This design comes from an exercise in tuning for small area and a short achievable clock period on the open sky130 flow, not from production work. Only simulation tests tie the RTL to the original design; equivalence was not proved. Power figures rest on the tool's default switching activity, not on a simulated workload.

==> flow/design.v (excerpt) <==
module rvcpu (
  input  wire          clk,
  input  wire          rst,
  input  wire [31 : 0] inst,
  output wire [63 : 0] inst_addr,
  output wire          inst_ena,
  output wire          wb_ena,
  output wire [4 : 0]  wb_addr,
  output wire [63 : 0] wb_data
);
  wire [1:0] o65 = inst[6:5];
  wire [2:0] o42 = inst[4:2];
  wire [2:0] f3  = inst[14:12];
  wire [4:0] rd  = inst[11:7];
  wire [4:0] rs1 = inst[19:15];
  wire [4:0] rs2 = inst[24:20];
  wire       b30 = inst[30];
  wire       b31 = inst[31];
  wire o65_00 = (o65 == 2'b00);
  wire o65_01 = (o65 == 2'b01);
  wire o65_11 = (o65 == 2'b11);
  wire c_opimm   = o65_00 & (o42 == 3'b100);
  wire c_opimm32 = o65_00 & (o42 == 3'b110);
  wire c_op      = o65_01 & (o42 == 3'b100);
  wire c_op32    = o65_01 & (o42 == 3'b110);
  wire c_auipc   = o65_00 & (o42 == 3'b101);
  wire c_lui     = o65_01 & (o42 == 3'b101);
  wire c_store   = o65_01 & (o42 == 3'b000);
  wire c_branch  = o65_11 & (o42 == 3'b000);
  wire c_jal     = o65_11 & (o42 == 3'b011);
  wire c_jalr    = o65_11 & (o42 == 3'b001) & (f3 == 3'b000);
  wire wr_en = o65_00 | (o42 == 3'b100) | (o42 == 3'b110) | c_store | c_branch
             | c_jal | c_jalr | c_lui;
  wire en  = ~rst;
  wire c_r   = c_op | c_op32;                
  wire c_i   = c_opimm | c_opimm32;
  wire use_rs2 = c_r;                        
  wire f_addsub = (f3 == 3'b000);
  wire f_sll    = (f3 == 3'b001);
  wire f_slt    = (f3 == 3'b010);
  wire f_sltu   = (f3 == 3'b011);
  wire f_xor    = (f3 == 3'b100);
  wire f_srx    = (f3 == 3'b101);
  ...
clock: 12.0 ns
lec_check: 0
cap_margin: 35
core_margin: 2
core_utilization: 55
cts_cluster_diameter: 80
cts_cluster_size: 20
slew_margin: 35
synth_hierarchical: 1
standard.sh (not shown) runs the stock make flow with config.mk's settings and CLKGATE_MAP_FILE= SYNTH_SCRIPT=/design/flow/synth_recipe.tcl, a recipe that flattens the netlist after the stock synthesis.
==> flow/flow/run.sh <==
#!/bin/bash
# Layout flow: the standard flow (standard.sh: ORFS from synthesis to
# finish, with config.mk's settings) with two changes:
#  - timing repair aims at 5.5 ns of setup slack (SETUP_SLACK_MARGIN);
#  - at the end of global routing, post_grt.tcl recovers area: cells off the
#    critical paths get smaller drive strengths while the worst setup slack is
#    kept (downsize.tcl, changed cells keeping 0.1 ns of slack above the worst, with the load limits in caplimits.tcl).
# ORFS writes each step's log under orfs/logs; standard.sh's own output goes
# to standard.log here.
set -euo pipefail
export SETUP_SLACK_MARGIN=5.5
export DS_GUARD=0.1
export POST_GLOBAL_ROUTE_TCL="$PWD/flow/post_grt.tcl"
bash standard.sh > standard.log 2>&1
==> flow/flow/downsize.tcl <==
proc ds_log {msg} { puts "DOWNSIZE: $msg" }
source [file join [file dirname [info script]] caplimits.tcl]
array set ::ds_fam {}
set ds_dont_use {}
if {[info exists ::env(DONT_USE_CELLS)]} { set ds_dont_use $::env(DONT_USE_CELLS) }
foreach lc [get_lib_cells */*] {
  set n [get_name $lc]
  if {[lsearch -exact $ds_dont_use $n] >= 0} continue
  if {![regexp {^(sky130_fd_sc_hd__[a-z0-9]+)_([0-9]+)$} $n -> fam sz]} continue
  if {[regexp {^sky130_fd_sc_hd__(df|edf|sdf|dl|clk|tap|fill|decap|conb|probe|lpflow|dly|ebuf|einv)} $fam]} continue
  lappend ::ds_fam($fam) [list [get_property $lc area] $n]
}
foreach f [array names ::ds_fam] { set ::ds_fam($f) [lsort -real -index 0 -unique $::ds_fam($f)] }
# the port buffers the flow inserts (clkdlybuf4s*) may become plain buffers
foreach lc [get_lib_cells */sky130_fd_sc_hd__clkdlybuf4s*] {
  if {[regexp {^(sky130_fd_sc_hd__clkdlybuf4s[0-9]+)_([0-9]+)$} [get_name $lc] -> fam sz]} {
    set ::ds_fam($fam) $::ds_fam(sky130_fd_sc_hd__buf)
  }
}
set ::ds_margin 0.3
if {[info exists ::env(DS_MARGIN)]} { set ::ds_margin $::env(DS_MARGIN) }
set ::ds_scene [sta::cmd_scene]
set ::ds_guard 0.15
if {[info exists ::env(DS_GUARD)]} { set ::ds_guard $::env(DS_GUARD) }

proc ds_est {} { estimate_parasitics -global_routing }
proc ds_viol {} { return [expr {[sta::max_slew_violation_count] + [sta::max_capacitance_violation_count]}] }
# does instance name (now of master ref) keep the margin to its limits?
proc ds_ok_limits {name ref} {
  global ds_maxcap ds_margin ds_scene
  set key [string range $ref 17 end]
  if {![info exists ds_maxcap($key)]} { return 0 }
  foreach p [get_pins -of_objects [get_cells $name] -filter "direction == output"] {
    set n [get_nets -quiet -of_objects $p]
    if {$n eq ""} continue
    set cap [expr {[$n capacitance $ds_scene max] * 1e12}]
    if {$cap > (1.0 - $ds_margin) * $ds_maxcap($key)} { return 0 }
    foreach q [get_pins -of_objects $n] {
      set sl [get_property $q slew_max]
      if {$sl ne "" && $sl > (1.0 - $ds_margin) * 1.5} { return 0 }
    }
  }
  return 1
}
# worst setup slack at the outputs of instance name
proc ds_slack {name} {
  set s 1e9
  foreach p [get_pins -of_objects [get_cells $name] -filter "direction == output"] {
    set ps [get_property $p slack_max]
    if {$ps ne "" && $ps < $s} { set s $ps }
  }
  return $s
}
# changes: list of {name old new}
proc ds_apply {changes} { foreach c $changes { replace_cell [lindex $c 0] [lindex $c 2] } }
proc ds_revert {changes} { foreach c $changes { replace_cell [lindex $c 0] [lindex $c 1] } }
proc ds_judge {changes} {
  global ds_floor ds_v0
  ds_apply $changes
  ds_est
  set ok [expr {[worst_slack -max] >= $ds_floor && [ds_viol] <= $ds_v0}]
  if {$ok} {
    foreach c $changes {
      if {![ds_ok_limits [lindex $c 0] [lindex $c 2]] || [ds_slack [lindex $c 0]] < $ds_floor + $::ds_guard} { set ok 0; break }
    }
  }
  if {!$ok} { ds_revert $changes; ds_est }
  return $ok
}
proc ds_try {changes} {
  global ds_accepted ds_tests
  if {[llength $changes] == 0} return
  incr ds_tests
  if {[ds_judge $changes]} { lappend ds_accepted {*}$changes; return }
  if {[llength $changes] == 1} return
  set h [expr {[llength $changes] / 2}]
  ds_try [lrange $changes 0 [expr {$h - 1}]]
  ds_try [lrange $changes $h end]
}

ds_est
set wns0 [worst_slack -max]
set ::ds_floor $wns0
set ::ds_v0 [ds_viol]
ds_log "start wns $wns0 slew/cap violations $::ds_v0"
set t0 [clock milliseconds]
set ::ds_accepted {}
set ::ds_tests 0
# two rounds: first to the smallest size, then to the next smaller size
foreach round {0 1} {
  set cands {}
  foreach c [get_cells *] {
    set ref [get_property $c ref_name]
    if {![regexp {^(sky130_fd_sc_hd__[a-z0-9]+)_([0-9]+)$} $ref -> fam sz]} continue
    if {![info exists ::ds_fam($fam)]} continue
    set a [get_property [get_lib_cells */$ref] area]
    set smaller {}
    foreach o $::ds_fam($fam) { if {[lindex $o 0] < $a} { lappend smaller [lindex $o 1] } }
    if {[llength $smaller] == 0} continue
    set dbi [[ord::get_db_block] findInst [get_full_name $c]]
    if {$dbi eq "NULL"} continue
    set onclk 0
    foreach it [$dbi getITerms] {
      set nt [$it getNet]
      if {$nt ne "NULL" && [$nt getSigType] eq "CLOCK"} { set onclk 1 }
    }
    if {$onclk} continue
    set s 1e9
    foreach p [get_pins -of_objects $c -filter "direction == output"] {
      set ps [get_property $p slack_max]
      if {$ps ne "" && $ps < $s} { set s $ps }
    }
    if {$s < $::ds_floor + $::ds_guard + 0.02} continue
    # sizes whose load limit keeps the margin (the load does not depend on the size)
    set capok {}
    set cap 0.0
    foreach p [get_pins -of_objects $c -filter "direction == output"] {
      set n [get_nets -quiet -of_objects $p]
      if {$n ne ""} { set cap [expr {max($cap, [$n capacitance $::ds_scene max] * 1e12)}] }
    }
    foreach o $smaller {
      set key [string range $o 17 end]
      if {[info exists ::ds_maxcap($key)] && $cap <= (1.0 - $::ds_margin) * $::ds_maxcap($key)} { lappend capok $o }
    }
    if {[llength $capok] == 0} continue
    set new [expr {$round == 0 ? [lindex $capok 0] : [lindex $capok end]}]
    lappend cands [list $s [get_full_name $c] $ref $new]
  }
  set cands [lsort -real -decreasing -index 0 $cands]
  # quick look at each change alone (the parasitics of the nets it touches are
  # then only estimated, so this only sorts out hopeless changes)
  set changes {}
  foreach cd $cands {
    lassign $cd s name ref new
    replace_cell $name $new
    set good [expr {[worst_slack -max] >= $::ds_floor && [ds_viol] <= $::ds_v0 && [ds_ok_limits $name $new] && [ds_slack $name] >= $::ds_floor + $::ds_guard}]
    replace_cell $name $ref
    if {$good} { lappend changes [list $name $ref $new] }
  }
  ds_est
  ds_log "round $round: [llength $changes] candidates"
  set B 256
  for {set i 0} {$i < [llength $changes]} {incr i $B} {
    ds_try [lrange $changes $i [expr {$i + $B - 1}]]
  }
  ds_log "round $round: [llength $::ds_accepted] changes kept after $::ds_tests tests, [expr {([clock milliseconds]-$t0)/1000}] s"
}
set saved 0.0
foreach c $::ds_accepted {
  set saved [expr {$saved + [get_property [get_lib_cells */[lindex $c 1]] area] - [get_property [get_lib_cells */[lindex $c 2]] area]}]
}
ds_est
ds_log "changed [llength $::ds_accepted] cells, saved [format %.1f $saved] um2; wns [worst_slack -max]"
Other scripts of this flow, unchanged in this note and not shown: flow/flow/caplimits.tcl, flow/flow/post_grt.tcl
==> next run, changes <==
--- a/flow/flow/run.sh
+++ b/flow/flow/run.sh
@@ -7 +7 @@
-#    kept (downsize.tcl, changed cells keeping 0.1 ns of slack above the worst, with the load limits in caplimits.tcl).
+#    kept (downsize.tcl, changed cells keeping 0.05 ns of slack above the worst, with the load limits in caplimits.tcl).
@@ -12 +12 @@
-export DS_GUARD=0.1
+export DS_GUARD=0.05
=> Synthesized area stays the same. Design area drops by 1.2%. Non-clock buffer count does not change. Utilization drops by 0.77 points. Sequential power hardly moves. Sequential share of layout area climbs by 0.64 points. Total power drops by 0.63%.

afterwards: timing with drivers on the ports:
No port has a modelled driver above. Below, the same layouts with a new extraction and two added sets of constraints. Step 1 (the two cells are an assumption about what drives the block):
set clk [get_ports {clk}]
set_driving_cell -lib_cell sky130_fd_sc_hd__clkbuf_16 $clk
set_driving_cell -lib_cell sky130_fd_sc_hd__buf_2 [delete_from_list [all_inputs] $clk]
Step 2 also shifts input and output timing later by t, the mid clock arrival at the registers, as if the neighbouring blocks saw the same clock. Three values: no drivers, after step 1, after step 2; two values: the first two.
| run | shift t [ns] | slack for setup (ns) | worst setup path after step 2 | worst slew at a driven data input, ns |
|---|---|---|---|---|
| the first run | 0.895 | 5.249 / 5.194 / 4.299 | input to register | 0.14 |
| the second run | 0.892 | 5.207 / 5.215 / 4.323 | input to register | 0.15 |
After both steps every run listed still meets setup and hold. For the first run, which loses most, drivers alone change the setup slack by -0.055 ns; drivers and shift together by -0.950 ns.
